Background: an optimization exercise with open tools, aiming at small area, a short achievable clock period and few clock cycles per item. Do not read the settings as production practice. Only simulation tests tie the RTL to the original design; equivalence was not proved. No activity file was given, so power comes from the tool's default toggle rates.

// matrix2x2_mult
module matrix2x2_mult (
    input       clk,
    input       rst,
    input       start,
    input [7:0]  a00, a01,
    input [7:0]  a10, a11,
    input [7:0]  b00, b01,
    input [7:0]  b10, b11,
    output [16:0] c00, c01,
    output [16:0] c10, c11,
    output done
);
export LEC_CHECK = 0
export CAP_MARGIN = 20
export CORE_MARGIN = 2
export CORE_UTILIZATION = 75
export CTS_BUF_LIST = sky130_fd_sc_hd__clkbuf_16
export CTS_CLUSTER_DIAMETER = 150
export CTS_CLUSTER_SIZE = 30
export SETUP_SLACK_MARGIN = 4.3
export SLEW_MARGIN = 20
export SYNTH_HIERARCHICAL = 1
export SYNTH_MINIMUM_KEEP_SIZE = 0
create_clock -name core_clock -period 7.0 [get_ports {clk}]
standard.sh (not shown) runs the stock make flow with config.mk's settings and CLKGATE_MAP_FILE= SYNTH_SCRIPT=/design/flow/synth_recipe.tcl, a recipe that flattens the netlist after the stock synthesis.
==> flow/flow/run.sh <==
#!/bin/bash
# The standard layout, with plain buffers (buf_1) on the ports instead of the
# delay buffer buffer_ports picks by default.
set -euo pipefail
bash standard.sh "BUFFER_PORTS_ARGS=-buffer_cell sky130_fd_sc_hd__buf_1" finish > standard_flow.log 2>&1
Testbench counts at the start, summed over its fixed seeds: cycles 16,016, items 16,000.
==> next run, changes <==
CORE_UTILIZATION = 65   (was 75)
SETUP_SLACK_MARGIN = 4.2   (was 4.3)
Non-clock buffer count goes down by 14.
Clock skew goes down by 0.0032 ns.
Core utilization goes down by 12 points.
Global-route usage goes down by 7.4 points.
Routed wire length goes down by 12%.
Critical path depth goes down by 4.
Setup slack is worse by 0.040 ns.

* * *

Setup of run H:
Another version of the RTL of matrix2x2_mult (not shown whole).
Size in the first run: ~1,600 cells after synthesis.
clock: 7.0 ns
lec_check: 0
cap_margin: 20
core_margin: 2
core_utilization: 65
cts_buf_list: sky130_fd_sc_hd__clkbuf_16
cts_cluster_diameter: 150
cts_cluster_size: 30
setup_slack_margin: 4.25
slew_margin: 20
synth_hierarchical: 1
synth_minimum_keep_size: 0
Scripts as last shown in full above: flow/flow/run.sh
The flow did not stop early for run H: all stages ran, and the layout cleared the timing, design-rule and antenna checks.
Testbench counts of run H, summed over its fixed seeds: cycles 16,016, items 16,000.
diff inputs: run H => run Y
Settings: changing SETUP_SLACK_MARGIN from 4.25 to 4.2.
Findings:
- Changes observed in run Y relative to run H: power dissipated in the clock network lost about 0.5%; largest net degree at the start of global routing barely changed; sequential portion of the cell area shows an increase of 0.58 points; sequential power share went up 0.8 points; hold slack barely changed.
- Setup slack delta for run Y relative to run H: 0.012 ns lower

* * *

Another version of the RTL of matrix2x2_mult (not shown whole).
Size in the first run: ~1600 cells after synthesis, roughly 140 I/O pins, about 18000 um2 of cells after synthesis.
// matrix2x2_mult
module matrix2x2_mult (
    input       clk,
    input       rst,
    input       start,
    input [7:0]  a00, a01,
    input [7:0]  a10, a11,
    input [7:0]  b00, b01,
    input [7:0]  b10, b11,
    output [16:0] c00, c01,
    output [16:0] c10, c11,
    output done
);
reg [7:0] ra00, ra01, ra10, ra11, rb00, rb01, rb10, rb11;
always @(posedge clk) begin
    ra00 <= a00; ra01 <= a01; ra10 <= a10; ra11 <= a11;
    rb00 <= b00; rb01 <= b01; rb10 <= b10; rb11 <= b11;
end
reg [2:0] v;
always @(posedge clk, posedge rst) begin
    if (rst)
        v <= 3'd0;
    else
        v <= {v[1:0], start};
end
assign done = v[2];
wire [38:0] t1_00;
mm_t1 s1_00 (.x0(ra00), .y0(rb00), .x1(ra01), .y1(rb10), .o(t1_00));
wire [38:0] t1_01;
mm_t1 s1_01 (.x0(ra00), .y0(rb01), .x1(ra01), .y1(rb11), .o(t1_01));
wire [38:0] t1_10;
mm_t1 s1_10 (.x0(ra10), .y0(rb00), .x1(ra11), .y1(rb10), .o(t1_10));
wire [38:0] t1_11;
mm_t1 s1_11 (.x0(ra10), .y0(rb01), .x1(ra11), .y1(rb11), .o(t1_11));
reg [38:0] q1_00, q1_01, q1_10, q1_11;
always @(posedge clk) begin
    q1_00 <= t1_00;
    q1_01 <= t1_01;
    q1_10 <= t1_10;
    q1_11 <= t1_11;
end
wire [16:0] s_00;
mm_cpa a_00 (.i(q1_00), .c(s_00));
wire [16:0] s_01;
mm_cpa a_01 (.i(q1_01), .c(s_01));
wire [16:0] s_10;
mm_cpa a_10 (.i(q1_10), .c(s_10));
wire [16:0] s_11;
mm_cpa a_11 (.i(q1_11), .c(s_11));
reg [16:0] r00, r01, r10, r11;
always @(posedge clk) begin
    r00 <= s_00;
    r01 <= s_01;
    r10 <= s_10;
    r11 <= s_11;
end
assign c00 = r00;
assign c01 = r01;
assign c10 = r10;
assign c11 = r11;
endmodule
==> flow/config.mk <==
export PLATFORM = sky130hd
export DESIGN_NAME = matrix2x2_mult
export DESIGN_NICKNAME = matrix2x2_mult
export VERILOG_FILES = /design/flow/design.v
export SDC_FILE = /design/flow/constraint.sdc
export NUM_CORES = 4
export LEC_CHECK = 0
export CAP_MARGIN = 20
export CORE_MARGIN = 2
export CORE_UTILIZATION = 65
export CTS_BUF_LIST = sky130_fd_sc_hd__clkbuf_16
export CTS_CLUSTER_DIAMETER = 150
export CTS_CLUSTER_SIZE = 30
export SETUP_SLACK_MARGIN = 4.0
export SLEW_MARGIN = 20
export SYNTH_HIERARCHICAL = 1
export SYNTH_MINIMUM_KEEP_SIZE = 0
==> flow/constraint.sdc <==
create_clock -name core_clock -period 7.0 [get_ports {clk}]
set_input_delay 1.4000 -clock core_clock [delete_from_list [all_inputs] [get_ports {clk}]]
set_output_delay 1.4000 -clock core_clock [all_outputs]
set_load 0.01 [all_outputs]
==> flow/flow/run.sh <==
#!/bin/bash
# The standard layout, with plain buffers (buf_2) on the ports instead of the
# delay buffer buffer_ports picks by default.
set -euo pipefail
bash standard.sh "BUFFER_PORTS_ARGS=-buffer_cell sky130_fd_sc_hd__buf_2" finish > standard_flow.log 2>&1
Testbench counts at the start, summed over its fixed seeds: cycles 16,016, items 16,000.
Change:
==> flow/flow/run.sh (replaced) <==
#!/bin/bash
# The standard layout, with plain buffers (buf_1) on the ports instead of the
# delay buffer buffer_ports picks by default.
set -euo pipefail
bash standard.sh "BUFFER_PORTS_ARGS=-buffer_cell sky130_fd_sc_hd__buf_1" finish > standard_flow.log 2>&1
The new run finished clean. Utilization came out lower by 0.58 points. Sequential cell count does not change. Final cell count does not change. Non-clock buffer count is unchanged. Design area fell by 0.81%. Power goes down by 0.86%. Critical path depth stays the same. Via count fell by 0.96%. Setup slack is about the same. Count of clock-buffer cells in the layout is unchanged.
Change:
==> flow/flow/run.sh (replaced) <==
#!/bin/bash
# The standard layout, with plain buffers (buf_2) on the ports instead of the
# delay buffer buffer_ports picks by default.
set -euo pipefail
bash standard.sh "BUFFER_PORTS_ARGS=-buffer_cell sky130_fd_sc_hd__buf_2" finish > standard_flow.log 2>&1
SETUP_SLACK_MARGIN = 4.3   (was 4.0)
After rerunning: The new run completed without violations. First-iteration DRC count grows by 33%. Non-clock buffer count went up by 112. Final area went up by 8.8%. Final cell count rose by 5.2%.
Change:
==> flow/run.sh (new file) <==
#!/bin/bash
# synth_recipe.tcl (not shown) runs the flow's synth.tcl, then flattens the netlist and writes it again
# the make line also repeats each setting of config.mk as NAME=value (left out here)
make -C /OpenROAD-flow-scripts/flow DESIGN_CONFIG=/design/flow/config.mk WORK_HOME=/design/flow/orfs CLKGATE_MAP_FILE= SYNTH_SCRIPT=/design/flow/synth_recipe.tcl finish
CORE_UTILIZATION = 60   (was 65)
CTS_BUF_LIST = sky130_fd_sc_hd__clkbuf_4 sky130_fd_sc_hd__clkbuf_8   (was sky130_fd_sc_hd__clkbuf_16)
CTS_CLUSTER_DIAMETER = not set   (was 150)
CTS_CLUSTER_SIZE = not set   (was 30)
SETUP_SLACK_MARGIN = 4.1   (was 4.3)
removed: flow/flow/run.sh
removed: flow/standard.sh
What happened:
- utilization shrinks by 5.7 points
- power grows slightly
- routed wire length shrinks by roughly a tenth
- synthesized area is unchanged
- design area shrinks slightly
- setup slack got worse by 0.13 ns
- flip-flop and latch count does not change
- via count shrinks by a few percent
- global-route usage shrinks by 1.8 points
- worst hold slack got worse by 0.013 ns

* * *

Setup of v14:
matrix2x2_mult with an RTL version that a note above also has.
For scale: ~1600 cells after synthesis, about 290 flip-flops, ~140 I/O pins, roughly 18000 µm² of cells after synthesis.
export LEC_CHECK = 0
export CAP_MARGIN = 20
export CORE_MARGIN = 2
export CORE_UTILIZATION = 60
export CTS_BUF_LIST = sky130_fd_sc_hd__clkbuf_16
export CTS_CLUSTER_DIAMETER = 150
export CTS_CLUSTER_SIZE = 30
export SETUP_SLACK_MARGIN = 4.2
export SLEW_MARGIN = 20
export SYNTH_HIERARCHICAL = 1
export SYNTH_MINIMUM_KEEP_SIZE = 0
create_clock -name core_clock -period 7.0 [get_ports {clk}]
==> flow/flow/run.sh <==
#!/bin/bash
# The standard layout, with plain buffers (buf_1) on the ports instead of the
# delay buffer buffer_ports picks by default.
set -euo pipefail
bash standard.sh "BUFFER_PORTS_ARGS=-buffer_cell sky130_fd_sc_hd__buf_1" finish > standard_flow.log 2>&1
Testbench counts of v14, summed over its fixed seeds: cycles 16,016, items 16,000.
The inputs of v50 differ from those of v14 as listed below.
- CORE_UTILIZATION now 65, was 60
==> flow/flow/run.sh <==
#!/bin/bash
# The standard layout with two changes: plain buf_1 port buffers instead of
# the delay buffer buffer_ports picks by default, and the AOI cells that
# ABC upsized to drive strength 2 during synthesis put back at drive
# strength 1 before placement (timing repair upsizes any that need it).
set -euo pipefail
PB="BUFFER_PORTS_ARGS=-buffer_cell sky130_fd_sc_hd__buf_1"
NET="$PWD/orfs/results/sky130hd/matrix2x2_mult/base/1_2_yosys.v"
bash standard.sh "$PB" "$NET" > synth_flow.log 2>&1
python3 flow/downsize.py "$NET" > downsize.log 2>&1
bash standard.sh "$PB" finish > layout_flow.log 2>&1
==> flow/flow/downsize.py (new file) <==
#!/usr/bin/env python3
"""Put the AOI cells that ABC's upsizing left at drive strength 2 back at
drive strength 1 in the synthesized netlist (same function and pins; timing
repair later upsizes any that need it)."""
import re
import sys

path = sys.argv[1]
text = open(path).read()
swaps = {'sky130_fd_sc_hd__a21oi_2': 'sky130_fd_sc_hd__a21oi_1',
         'sky130_fd_sc_hd__a21boi_2': 'sky130_fd_sc_hd__a21boi_1'}
for old, new in swaps.items():
    n = len(re.findall(r'\b%s\b' % old, text))
    text = re.sub(r'\b%s\b' % old, new, text)
    print('%s -> %s: %d' % (old, new, n))
open(path, 'w').write(text)
## What came out
The global-route wire length before repair number comes out higher for v14 vs v50.
v50 against v14: post-detailed-placement cell area shows a reduction of 0.98%, count of cell instances traversed by the critical path rose 3, core utilization +6.2 points.
## Diff of input files: v4 against v50
- changing SETUP_SLACK_MARGIN from 4.2 to 4.0
==> flow/flow/run.sh <==
#!/bin/bash
# The standard layout, with plain buffers (buf_1) on the ports instead of the
# delay buffer buffer_ports picks by default.
set -euo pipefail
bash standard.sh "BUFFER_PORTS_ARGS=-buffer_cell sky130_fd_sc_hd__buf_1" finish > standard_flow.log 2>&1
removed: flow/flow/downsize.py
[summary]
The global-route usage was comparable across v4 and v50. Comparing v4 and v50, tap cell count is lower on v50. Of v4 and v50, it is v4 that has the higher maximum net fanout on the critical path. Fraction of standard cell area that is sequential, v4 and v50, lower one = v4.

* * *

Starting RTL as in the previous note.
==> flow/config.mk <==
export PLATFORM = sky130hd
export DESIGN_NAME = matrix2x2_mult
export DESIGN_NICKNAME = matrix2x2_mult
export VERILOG_FILES = /design/flow/design.v
export SDC_FILE = /design/flow/constraint.sdc
export NUM_CORES = 4
export LEC_CHECK = 0
export CAP_MARGIN = 20
export CORE_MARGIN = 2
export CORE_UTILIZATION = 65
export CTS_BUF_LIST = sky130_fd_sc_hd__clkbuf_16
export CTS_CLUSTER_DIAMETER = 150
export CTS_CLUSTER_SIZE = 30
export SETUP_SLACK_MARGIN = 4.1
export SLEW_MARGIN = 20
export SYNTH_HIERARCHICAL = 1
export SYNTH_MINIMUM_KEEP_SIZE = 0
==> flow/constraint.sdc <==
create_clock -name core_clock -period 7.0 [get_ports {clk}]
set_input_delay 1.4000 -clock core_clock [delete_from_list [all_inputs] [get_ports {clk}]]
set_output_delay 1.4000 -clock core_clock [all_outputs]
set_load 0.01 [all_outputs]
==> flow/flow/run.sh <==
#!/bin/bash
# The standard layout, with plain buffers (buf_1) on the ports instead of the
# delay buffer buffer_ports picks by default.
set -euo pipefail
bash standard.sh "BUFFER_PORTS_ARGS=-buffer_cell sky130_fd_sc_hd__buf_1" finish > standard_flow.log 2>&1
Testbench counts at the start, summed over its fixed seeds: cycles 16,016, items 16,000.
==> next run, changes <==
SETUP_SLACK_MARGIN = 4.3   (was 4.1)
What happened: The new run ran to the end with no violations. Sequential power falls by about 1%. Non-clock buffer count rises by 118. Die area does not change. Wire length rises by 14%.
==> next run, changes <==
SETUP_SLACK_MARGIN = 4.15   (was 4.3)
Maximum frequency is lower by a few percent.
Count of clock-buffer cells in the layout stays the same.
Die area stays the same.
Design area is lower by a few percent.
Synthesized area does not change.
==> next run, changes <==
CORE_UTILIZATION = 70   (was 65)
SETUP_SLACK_MARGIN = 4.2   (was 4.15)
The new run completed with no timing, DRC or antenna violations.
Wire length stays flat.
Non-clock buffer count went up by 6.
Synthesized cell count does not change.
Clock skew grows by 0.0099 ns.
Cell area came out higher by 0.43%.
Clock-buffer cell count does not change.
==> next run, changes <==
==> flow/flow/run.sh (replaced) <==
#!/bin/bash
# The standard layout with two changes: plain buf_1 port buffers instead of
# the delay buffer buffer_ports picks by default, and the AOI cells that
# ABC upsized to drive strength 2 during synthesis put back at drive
# strength 1 before placement (timing repair upsizes any that need it).
set -euo pipefail
PB="BUFFER_PORTS_ARGS=-buffer_cell sky130_fd_sc_hd__buf_1"
NET="$PWD/orfs/results/sky130hd/matrix2x2_mult/base/1_2_yosys.v"
bash standard.sh "$PB" "$NET" > synth_flow.log 2>&1
python3 flow/downsize.py "$NET" > downsize.log 2>&1
bash standard.sh "$PB" finish > layout_flow.log 2>&1
==> flow/flow/downsize.py (new file) <==
#!/usr/bin/env python3
"""Put the AOI cells that ABC's upsizing left at drive strength 2 back at
drive strength 1 in the synthesized netlist (same function and pins; timing
repair later upsizes any that need it)."""
import re
import sys

path = sys.argv[1]
text = open(path).read()
swaps = {'sky130_fd_sc_hd__a21oi_2': 'sky130_fd_sc_hd__a21oi_1',
         'sky130_fd_sc_hd__a21boi_2': 'sky130_fd_sc_hd__a21boi_1'}
for old, new in swaps.items():
    n = len(re.findall(r'\b%s\b' % old, text))
    text = re.sub(r'\b%s\b' % old, new, text)
    print('%s -> %s: %d' % (old, new, n))
open(path, 'w').write(text)
CORE_UTILIZATION = 65   (was 70)
SETUP_SLACK_MARGIN = 4.0   (was 4.2)
Result:
- The changed run finished clean
- via count fell by 2.1%
- power fell by 7.5%
- setup slack loses 0.20 ns
- non-clock buffer count fell by 12
- fmax fell by 6.8%
- global-route usage fell by 2.3 points
- final cell count rose by 1.2%

-- static timing again, ports no longer ideal --
Ports are ideal in the flow. The routed layouts listed here were re-timed in OpenROAD. Step 1 (the two cells are an assumption about what drives the block):
set clk [get_ports {clk}]
set_driving_cell -lib_cell sky130_fd_sc_hd__clkbuf_16 $clk
set_driving_cell -lib_cell sky130_fd_sc_hd__buf_2 [delete_from_list [all_inputs] $clk]
Step 2 also shifts input and output timing later by t, the mid clock arrival at the registers, as if the neighbouring blocks saw the same clock. Three values: no drivers, after step 1, after step 2; two values: the first two.
run | t, ns | slack for setup (ns) | worst setup path at the end | worst register clock-pin slew, ns
the first run of note 1 | 0.561 | 4.282 / 4.282 / 4.282 | register to register | 0.12 / 0.12
the second run of note 1 | 0.561 | 4.241 / 4.241 / 4.241 | register to register | 0.11 / 0.11
run H | 0.552 | 4.270 / 4.270 / 4.270 | register to register | 0.12 / 0.12
run Y | 0.550 | 4.258 / 4.258 / 4.258 | register to register | 0.12 / 0.12
the first run of note 3 | 0.548 | 4.086 / 4.086 / 4.086 | register to register | 0.11 / 0.11
the second run of note 3 | 0.548 | 4.083 / 4.083 / 4.083 | register to register | 0.11 / 0.11
the third run of note 3 | 0.553 | 4.260 / 4.260 / 4.260 | register to register | 0.11 / 0.11
the fourth run of note 3 | 0.608 | 4.131 / 4.117 / 4.131 | register to register | 0.06 / 0.06
v14 | 0.549 | 4.247 / 4.247 / 4.247 | register to register | 0.12 / 0.12
v50 | 0.551 | 4.239 / 4.239 / 4.239 | register to register | 0.12 / 0.12
v4 | 0.548 | 4.086 / 4.086 / 4.086 | register to register | 0.12 / 0.12
the first run of note 5 | 0.550 | 4.142 / 4.142 / 4.142 | register to register | 0.12 / 0.12
the second run of note 5 | 0.552 | 4.277 / 4.277 / 4.277 | register to register | 0.12 / 0.12
the third run of note 5 | 0.552 | 4.191 / 4.191 / 4.191 | register to register | 0.12 / 0.12
the fourth run of note 5 | 0.545 | 4.260 / 4.260 / 4.260 | register to register | 0.12 / 0.12
the fifth run of note 5 | 0.548 | 4.061 / 4.061 / 4.061 | register to register | 0.12 / 0.12
After both steps setup and hold are still met in every run listed.
